Context: an optimization exercise on an open-source flow, tuned for small area and a short achievable clock period. The choices shown serve that exercise and are no tape-out recipe.
Where RTL was checked, it was by simulation tests only, not by an equivalence proof against the original.
No driver is modelled on the clock port, so clocking that relies on it looks cheaper here than on a real chip.
Power figures rest on the tool's default switching activity, not on a simulated workload.

run A:
// mul_pipe
module mul_pipe(
	input [15:0] numA59,
	input [15:0] numB59,
	input clk_59,
	input reset_59,
	output reg [15:0] Acc_result_59
);
Size: about 130 flip-flops, ~0.0062 mm^2 of cells after synthesis.
==> flow/config.mk <==
export PLATFORM = sky130hd
export DESIGN_NAME = mul_pipe
export DESIGN_NICKNAME = mul_pipe
export VERILOG_FILES = /design/flow/design.v
export SDC_FILE = /design/flow/constraint.sdc
export NUM_CORES = 4
export LEC_CHECK = 0
export CAP_MARGIN = 20
export CORE_MARGIN = 2
export CORE_UTILIZATION = 70
export CTS_BUF_LIST = sky130_fd_sc_hd__clkbuf_4 sky130_fd_sc_hd__clkbuf_8
export CTS_CLUSTER_DIAMETER = 60
export CTS_CLUSTER_SIZE = 30
export PLACE_DENSITY = 0.75
export SETUP_SLACK_MARGIN = 3.2
export SLEW_MARGIN = 20
export TNS_END_PERCENT = 0
==> flow/constraint.sdc <==
create_clock -name core_clock -period 5.0 [get_ports {clk_59}]
set_input_delay 1.0000 -clock core_clock [delete_from_list [all_inputs] [get_ports {clk_59}]]
set_output_delay 1.0000 -clock core_clock [all_outputs]
set_load 0.01 [all_outputs]
standard.sh (not shown) runs the stock make flow with config.mk's settings and CLKGATE_MAP_FILE= SYNTH_SCRIPT=/design/flow/synth_recipe.tcl, a recipe that flattens the netlist after the stock synthesis.
==> flow/flow/run.sh <==
#!/bin/bash
# Standard ORFS layout, with plain buffers (instead of the default delay-style
# buffer) on the input and output ports.
set -euo pipefail
export BUFFER_PORTS_ARGS="-buffer_cell sky130_fd_sc_hd__buf_1"
bash standard.sh synth > synth.log 2>&1
bash standard.sh > layout.log 2>&1
Run A: done, clean on timing, DRC and antenna
Relative to run A, the following input files were edited for run B:
- removing TNS_END_PERCENT (formerly 0)
- changing CORE_UTILIZATION from 70 to 60
- changing SETUP_SLACK_MARGIN from 3.2 to 3.1
- removing PLACE_DENSITY (formerly 0.75)
[summary]
When run B is measured against run A, its layout overhead on the synthesized area turns out 9.5 points higher.
Global-route wire length before repair: run B better than run A
Compared run B against run A; clock insertion delay at the later pin of the skew report within noise.
Relative to run A, the row count of run B is higher by 3.
Across both runs, sequential share of layout area was lower for run B than for run A.
Row portion of the layout cell area used by non-clock buffers: run B higher / run A lower
| via count of the first global-routing pass | run B vs run A | 1.9% lower |
Mean routed wirelength per cell (run B vs. run A) increases slightly
Net total in the final layout ends up lower on run A.
In the flow results for run A and run B, the ratio of final minimum period to clock period is larger on run A.
Input changes introduced in run C (baseline for comparison: run B):
- setting PLACE_DENSITY to 0.6 for the first time
- changing SETUP_SLACK_MARGIN from 3.1 to 3.2
- changing CORE_UTILIZATION from 60 to 50
- setting TNS_END_PERCENT to 0 for the first time
==> comparison <==
- Run B: no failed stages, no open violations at the end
- Run C went all the way through synthesis, placement and routing and the layout is clean on timing, DRC and antenna.
- Count of standard-cell rows for run C is higher than for run B.
- On run C: total power is 0.22 mW lower than what run B gave.
- Relative to run B, run C improves reported clock group power.
- The higher relative contribution of the clock network to total power of run B and run C is in run C.

---

## harbor
Another version of the RTL of mul_pipe (not shown whole).
Size in the first run: ~560 cells after synthesis, about 130 flip-flops, about 50 I/O pins, roughly 6200 sq um of cells after synthesis.
## mul_pipe
module mul_pipe(
	input [15:0] numA59,
	input [15:0] numB59,
	input clk_59,
	input reset_59,
	output reg [15:0] Acc_result_59
);
wire z1 = (numA59 == 16'h0000) | (numB59 == 16'h0000);
wire s1 = numA59[15] ^ numB59[15];
wire [4:0] e1 = numA59[14:10] + numB59[14:10] + 5'd17;
wire [10:0] bb = {1'b1, numB59[9:0]};
wire [4:0] one1, two1, neg1;
genvar gi;
generate for (gi = 0; gi < 5; gi = gi + 1) begin : benc
	wire b0 = (gi == 0) ? 1'b0 : bb[2*gi-1];
	wire b1 = bb[2*gi];
	wire b2 = bb[2*gi+1];
	assign one1[gi] = b1 ^ b0;
	assign two1[gi] = (b2 & ~b1 & ~b0) | (~b2 & b1 & b0);
	assign neg1[gi] = b2 & ~(b1 & b0);
end endgenerate
reg z2, s2; reg [4:0] e2; reg [9:0] ma2; reg [4:0] one2, two2, neg2; reg b9_2;
always @(posedge clk_59) begin
	z2 <= z1; s2 <= s1; e2 <= e1; ma2 <= numA59[9:0];
	one2 <= one1; two2 <= two1; neg2 <= neg1; b9_2 <= numB59[9];
end
wire pp1 = ((one2[0] & ma2[0])) ^ neg2[0];
wire pp2 = ((one2[0] & ma2[1]) | (two2[0] & ma2[0])) ^ neg2[0];
wire pp3 = ((one2[0] & ma2[2]) | (two2[0] & ma2[1])) ^ neg2[0];
wire pp4 = ((one2[0] & ma2[3]) | (two2[0] & ma2[2])) ^ neg2[0];
wire pp5 = ((one2[0] & ma2[4]) | (two2[0] & ma2[3])) ^ neg2[0];
wire pp6 = ((one2[0] & ma2[5]) | (two2[0] & ma2[4])) ^ neg2[0];
wire pp7 = ((one2[0] & ma2[6]) | (two2[0] & ma2[5])) ^ neg2[0];
wire pp8 = ((one2[0] & ma2[7]) | (two2[0] & ma2[6])) ^ neg2[0];
wire pp9 = ((one2[0] & ma2[8]) | (two2[0] & ma2[7])) ^ neg2[0];
wire pp10 = ((one2[0] & ma2[9]) | (two2[0] & ma2[8])) ^ neg2[0];
wire pp11 = (one2[0] | (two2[0] & ma2[9])) ^ neg2[0];
wire pp12 = (two2[0]) ^ neg2[0];
wire pp13 = ((one2[1] & ma2[0])) ^ neg2[1];
wire pp14 = ((one2[1] & ma2[1]) | (two2[1] & ma2[0])) ^ neg2[1];
wire pp15 = ((one2[1] & ma2[2]) | (two2[1] & ma2[1])) ^ neg2[1];
  ...
export LEC_CHECK = 0
export CAP_MARGIN = 20
export CORE_MARGIN = 2
export CORE_UTILIZATION = 70
export CTS_BUF_LIST = sky130_fd_sc_hd__clkbuf_4 sky130_fd_sc_hd__clkbuf_8
export CTS_CLUSTER_DIAMETER = 60
export CTS_CLUSTER_SIZE = 30
export SETUP_SLACK_MARGIN = 2.9
export SLEW_MARGIN = 20
create_clock -name core_clock -period 5.0 [get_ports {clk_59}]
run.sh (not shown) runs the stock make flow with config.mk's settings and CLKGATE_MAP_FILE= SYNTH_SCRIPT=/design/flow/synth_recipe.tcl, a recipe that flattens the netlist after the stock synthesis.
Stock flow here: none of the scripts above is used.
harbor | status: complete | timing, DRC, antenna: pass
#### Input delta (pepper over harbor)
Settings: CORE_UTILIZATION changed from 70 to 60; SETUP_SLACK_MARGIN changed from 2.9 to 3.0.
--- outcome ---
pepper: full flow OK, the timing, DRC and antenna checks passed. Fraction of area in multi-input gates: pepper vs harbor up 0.43 points. Compared with harbor, pepper shows a higher clock buffer instance count of the final layout. The higher effective utilization at floorplan of harbor and pepper is in harbor. Any difference in clock transition at the registers of the reported paths between harbor and pepper is small enough to ignore. Compared pepper vs harbor, and global-route wire length before repair is down in pepper. Area added between synthesis and finish: higher on pepper. When pepper is set beside harbor, its number of global-route vias before repair turns out to be about 7% smaller. Relative to harbor, pepper improves worst setup slack. Re combinational share of power: harbor was higher than pepper. Of harbor and pepper, pepper shows the lower fraction of area in registers, with harbor above it.
[inputs] maple vs pepper
Settings: a change of SETUP_SLACK_MARGIN from 3.0 to 3.3.
==> flow/flow/run.sh (new file) <==
#!/bin/bash
# Standard ORFS layout, with plain buffers (instead of the default delay-style
# buffer) on the input and output ports.
set -euo pipefail
export BUFFER_PORTS_ARGS="-buffer_cell sky130_fd_sc_hd__buf_1"
bash standard.sh synth > synth.log 2>&1
bash standard.sh > layout.log 2>&1
==> flow/standard.sh (new file) <==
#!/bin/bash
# synth_recipe.tcl (not shown) runs the flow's synth.tcl, then flattens the netlist and writes it again
# the make line also repeats each setting of config.mk as NAME=value (left out here)
make -C /OpenROAD-flow-scripts/flow DESIGN_CONFIG=/design/flow/config.mk WORK_HOME=/design/flow/orfs CLKGATE_MAP_FILE= SYNTH_SCRIPT=/design/flow/synth_recipe.tcl "${@:-finish}"
removed: flow/run.sh
Results
- In the metrics for maple and pepper, the one carrying the higher post-cts resize count is maple.
- Looking at post-route core utilization, maple sits 13 points higher than pepper does.
- Lower clock buffer count was reported by maple, not pepper.
- Worst path setup slack after routing in maple is 0.089 ns below pepper.
### maple -> cedar
Settings: changing CORE_UTILIZATION from 60 to 40; changing SETUP_SLACK_MARGIN from 3.3 to 3.0; removing CTS_CLUSTER_SIZE (formerly 30); changing CTS_BUF_LIST from sky130_fd_sc_hd__clkbuf_4 sky130_fd_sc_hd__clkbuf_8 to sky130_fd_sc_hd__clkbuf_8; removing CTS_CLUSTER_DIAMETER (formerly 60).
==> flow/run.sh (new file) <==
#!/bin/bash
# synth_recipe.tcl (not shown) runs the flow's synth.tcl, then flattens the netlist and writes it again
# the make line also repeats each setting of config.mk as NAME=value (left out here)
make -C /OpenROAD-flow-scripts/flow DESIGN_CONFIG=/design/flow/config.mk WORK_HOME=/design/flow/orfs CLKGATE_MAP_FILE= SYNTH_SCRIPT=/design/flow/synth_recipe.tcl finish
removed: flow/flow/run.sh
removed: flow/standard.sh
Notes after the runs:
Pre-CTS setup slack was lower in the run labelled cedar. Compared maple against cedar; final hold slack within noise. The amount of wire on met2 after detailed routing reported for cedar is smaller than that of maple by 2.7 mm. Final area, cedar vs maple: down by more than 10%. Diff maple -> cedar: sequential share of layout area +4.3 points, detailed-placement wirelength estimate grew by about 4.5%, clock distribution power shrank by about 20%, synthesis-to-layout area growth went down by 19 points. From maple to cedar, leftover overflow at the end of global routing did not move at all.
Changes in juniper relative to cedar:
Settings: removing CTS_BUF_LIST (formerly sky130_fd_sc_hd__clkbuf_8).
[summary]
- Looking at the reports, cedar completed the entire flow and the layout it produced met the timing, DRC and antenna checks.
- juniper completed every stage of the flow, and the final layout passed the timing, DRC and antenna checks.
- Delta (juniper minus cedar): number of inserted filler cells in the final layout now sits lower, net count after synthesis stayed essentially flat, relative contribution of combinational cells to total power fell 2.0 points.
- cedar → juniper: total length of routed wires ~0 delta, maximum frequency increased about 2.4%, worst reg-to-reg path cell count now sits at about the same level, global-route usage held steady, fraction of final layout cells sized beyond drive strength 1 decreased by 1.1 points relative to the old numbers.
- Diff juniper and cedar: clock group share of total power higher in juniper
- Net switching power in juniper vs cedar: up 4.7%

---

build 40:
Another version of the RTL of mul_pipe (not shown whole).
Size in the first run: roughly 550 cells after synthesis, about 130 flip-flops, roughly 50 I/O pins.
==> flow/config.mk <==
export PLATFORM = sky130hd
export DESIGN_NAME = mul_pipe
export DESIGN_NICKNAME = mul_pipe
export VERILOG_FILES = /design/flow/design.v
export SDC_FILE = /design/flow/constraint.sdc
export NUM_CORES = 4
export LEC_CHECK = 0
export CAP_MARGIN = 20
export CORE_MARGIN = 2
export CORE_UTILIZATION = 60
export CTS_BUF_LIST = sky130_fd_sc_hd__clkbuf_4 sky130_fd_sc_hd__clkbuf_8
export CTS_CLUSTER_DIAMETER = 60
export CTS_CLUSTER_SIZE = 30
export SETUP_SLACK_MARGIN = 3.0
export SLEW_MARGIN = 20
==> flow/constraint.sdc <==
create_clock -name core_clock -period 5.0 [get_ports {clk_59}]
set_input_delay 1.0000 -clock core_clock [delete_from_list [all_inputs] [get_ports {clk_59}]]
set_output_delay 1.0000 -clock core_clock [all_outputs]
set_load 0.01 [all_outputs]
standard.sh (not shown) runs the stock make flow with config.mk's settings and CLKGATE_MAP_FILE= SYNTH_SCRIPT=/design/flow/synth_recipe.tcl, a recipe that flattens the netlist after the stock synthesis.
==> flow/flow/run.sh <==
#!/bin/bash
# Standard ORFS layout, with plain buffers (instead of the default delay-style
# buffer) on the input and output ports.
set -euo pipefail
export BUFFER_PORTS_ARGS="-buffer_cell sky130_fd_sc_hd__buf_1"
bash standard.sh synth > synth.log 2>&1
bash standard.sh > layout.log 2>&1
## Diff of input files: build 24 against build 40
- an added TNS_END_PERCENT of 0
- a change of SETUP_SLACK_MARGIN from 3.0 to 3.2
[summary]
Going from build 40 to build 24, worst supply voltage drop on vdd shrank by a few percent.
For the share of total power in sequential cells, build 24 came in 0.3 points lower than build 40 did.
Build 40 -> build 24: switching power share of the total flat
Summary — final cell utilization of the core, build 24 relative to build 40: lower, by 2.1 points.
> inputs changed (build 24 -> build 14)
- CORE_UTILIZATION changed from 60 to 70
- SETUP_SLACK_MARGIN changed from 3.2 to 3.0
- PLACE_DENSITY newly set to 0.75
Period utilization sits higher in build 14 than in build 24.
Build 14 against build 24: sequential share of layout area higher, post-DP HPWL increased 150 um, clock network power share now sits lower.
Build 14 vs build 24, switching share of total power went up by 2.1 points.
On build 14: growth of design area from synthesis to finish is 1.7 points lower than what build 24 gave.
Fmax: build 14 below build 24
Going from build 24 to build 14, post-detailed-route wirelength per cell now sits higher, total non-filler cell area in the finished layout lower.
Function was not checked in any run of this note: the RTL went through the layout flow alone.

---

Another version of the RTL of mul_pipe (not shown whole).
Size in the first run: ~570 cells after synthesis, about 50 I/O pins, roughly 6200 sq um of cells after synthesis.
## mul_pipe
module mul_pipe(
	input [15:0] numA59,
	input [15:0] numB59,
	input clk_59,
	input reset_59,
	output reg [15:0] Acc_result_59
);
export LEC_CHECK = 0
export CAP_MARGIN = 20
export CORE_MARGIN = 2
export CORE_UTILIZATION = 60
export CTS_BUF_LIST = sky130_fd_sc_hd__clkbuf_4 sky130_fd_sc_hd__clkbuf_8
export CTS_CLUSTER_DIAMETER = 60
export CTS_CLUSTER_SIZE = 30
export SETUP_SLACK_MARGIN = 3.0
export SLEW_MARGIN = 20
export TNS_END_PERCENT = 0
create_clock -name core_clock -period 5.0 [get_ports {clk_59}]
Scripts as last shown in full above: flow/flow/run.sh
Rerun with:
==> flow/flow/run.sh (replaced) <==
#!/bin/bash
# Standard ORFS layout, with plain buffers (instead of the default delay-style
# buffer) on the input and output ports, and flip-flops that drive six or more
# loads given their strongest drive before clock tree synthesis.
set -euo pipefail
export BUFFER_PORTS_ARGS="-buffer_cell sky130_fd_sc_hd__buf_1"
export PRE_CTS_TCL="$PWD/flow/upsize.tcl"
bash standard.sh synth > synth.log 2>&1
bash standard.sh > layout.log 2>&1
==> flow/flow/upsize.tcl (new file) <==
# Before clock tree synthesis: give flip-flops that drive many loads directly the
# strongest drive of their own cell family (same function, larger drive).
set n 0
foreach inst [get_cells *] {
  set ref [get_property $inst ref_name]
  if {![string match "sky130_fd_sc_hd__dfxtp_*" $ref] || $ref eq "sky130_fd_sc_hd__dfxtp_4"} continue
  set fo 0
  foreach q [get_pins -of_objects $inst -filter "direction == output"] {
    set net [get_nets -quiet -of_objects $q]
    if {$net eq ""} continue
    incr fo [llength [get_pins -quiet -of_objects $net -filter "direction == input"]]
  }
  if {$fo >= 6} {
    replace_cell $inst sky130_fd_sc_hd__dfxtp_4
    incr n
  }
}
puts "upsize.tcl: $n flip-flops set to dfxtp_4"
- SETUP_SLACK_MARGIN: 3.0 -> 3.2
Outcome: Critical path depth is unchanged. Core utilization goes up by 0.23 points. Via count goes up by about 0.7%. Setup slack degrades by 13 ps. Routed wire length goes up by 1.7%. Fmax goes down by 0.60%. Cell area goes up by about 0.34%. Register-to-register slack hardly moves. Clock skew is about the same. Sequential power barely changes.
Function was not checked in any run of this note: the RTL went through the layout flow alone.

---

## onyx
Another version of the RTL of mul_pipe (not shown whole).
For scale: ~120 flip-flops, roughly 50 I/O pins, about 6200 um2 of cells after synthesis.
==> flow/config.mk <==
export PLATFORM = sky130hd
export DESIGN_NAME = mul_pipe
export DESIGN_NICKNAME = mul_pipe
export VERILOG_FILES = /design/flow/design.v
export SDC_FILE = /design/flow/constraint.sdc
export NUM_CORES = 4
export LEC_CHECK = 0
export CAP_MARGIN = 20
export CORE_MARGIN = 2
export CORE_UTILIZATION = 60
export CTS_BUF_LIST = sky130_fd_sc_hd__clkbuf_4 sky130_fd_sc_hd__clkbuf_8
export CTS_CLUSTER_DIAMETER = 60
export CTS_CLUSTER_SIZE = 30
export SETUP_SLACK_MARGIN = 3.0
export SLEW_MARGIN = 20
export TNS_END_PERCENT = 100
==> flow/constraint.sdc <==
create_clock -name core_clock -period 5.0 [get_ports {clk_59}]
set_input_delay 1.0000 -clock core_clock [delete_from_list [all_inputs] [get_ports {clk_59}]]
set_output_delay 1.0000 -clock core_clock [all_outputs]
set_load 0.01 [all_outputs]
==> flow/flow/run.sh <==
#!/bin/bash
# Standard ORFS layout, with plain buffers (instead of the default delay-style
# buffer) on the input and output ports.
set -euo pipefail
export BUFFER_PORTS_ARGS="-buffer_cell sky130_fd_sc_hd__buf_1"
bash standard.sh synth > synth.log 2>&1
bash standard.sh > layout.log 2>&1
Relative to onyx, the following input files were edited for zinc:
diff --git a/flow/config.mk b/flow/config.mk
--- a/flow/config.mk
+++ b/flow/config.mk
@@ -12,5 +12,5 @@
 export CTS_CLUSTER_DIAMETER = 60
 export CTS_CLUSTER_SIZE = 30
-export SETUP_SLACK_MARGIN = 3.0
+export SETUP_SLACK_MARGIN = 3.2
 export SLEW_MARGIN = 20
-export TNS_END_PERCENT = 100
+export TNS_END_PERCENT = 0
[summary]
On number of fill cells in the layout: between zinc and onyx, it ends up higher for zinc. Higher count of placed standard cells in the final layout, fillers left out among zinc and onyx: onyx. The clock transition at the registers of the reported paths of zinc and that of onyx are within noise of each other. [compare] base=onyx new=zinc: total of endpoints with negative setup slack in the final report held; vias after detailed routing went down 168; non-clock buffer count went down about 28%; count of endpoints failing hold in the final timing report held. Side by side, maximum frequency turned out lower in zinc than in onyx. Worst hold margin (zinc over onyx): increase, 0.0039 ns.
No functional check of the RTL was part of any run of this note.

afterwards: timing with drivers on the ports:
Ports are ideal in the flow. The routed layouts listed here were re-timed in OpenROAD.
Step 1 (the two cells are an assumption about what drives the block):
set clk [get_ports {clk_59}]
set_driving_cell -lib_cell sky130_fd_sc_hd__clkbuf_16 $clk
set_driving_cell -lib_cell sky130_fd_sc_hd__buf_2 [delete_from_list [all_inputs] $clk]
Step 2, shift: input delay + t, output delay - t, t = (earliest + latest rising clock arrival at the registers) / 2. This alone moves slack from input paths to output paths.
Three values: no drivers, after step 1, after step 2; two values: the first two.
run	t (ns)	slack for setup (ns)	hold slack, ns	clock arrival spread, ns
run A	0.456	3.018 / 3.018 / 2.769	0.327 / 0.327 / 0.327	0.017 / 0.018
run B	0.469	3.050 / 3.050 / 2.805	0.321 / 0.321 / 0.321	0.013 / 0.013
run C	0.462	2.971 / 2.971 / 2.692	0.329 / 0.329 / 0.329	0.010 / 0.010
harbor	0.459	2.709 / 2.709 / 2.513	0.332 / 0.332 / 0.332	0.016 / 0.016
pepper	0.467	2.959 / 2.959 / 2.550	0.329 / 0.329 / 0.329	0.014 / 0.014
maple	0.470	2.870 / 2.870 / 2.826	0.331 / 0.331 / 0.331	0.014 / 0.014
cedar	0.461	2.947 / 2.947 / 2.600	0.330 / 0.330 / 0.330	0.014 / 0.014
juniper	0.445	2.995 / 2.995 / 2.603	0.326 / 0.326 / 0.326	0.011 / 0.011
build 40	0.466	2.936 / 2.936 / 2.799	0.326 / 0.326 / 0.326	0.014 / 0.014
build 24	0.461	2.928 / 2.928 / 2.768	0.329 / 0.329 / 0.329	0.012 / 0.013
build 14	0.464	2.855 / 2.855 / 2.777	0.325 / 0.325 / 0.325	0.015 / 0.015
the first run of note 4	0.465	2.904 / 2.904 / 2.772	0.326 / 0.326 / 0.326	0.011 / 0.012
the second run of note 4	0.455	2.891 / 2.891 / 2.771	0.320 / 0.320 / 0.320	0.012 / 0.012
onyx	0.462	2.897 / 2.897 / 2.744	0.325 / 0.325 / 0.325	0.014 / 0.014
zinc	0.470	2.860 / 2.860 / 2.713	0.329 / 0.329 / 0.329	0.012 / 0.012
After both steps setup and hold are still met in every run listed. The setup slack of pepper, which loses most, moves by 0.000 ns with the drivers and by -0.409 ns with both steps.
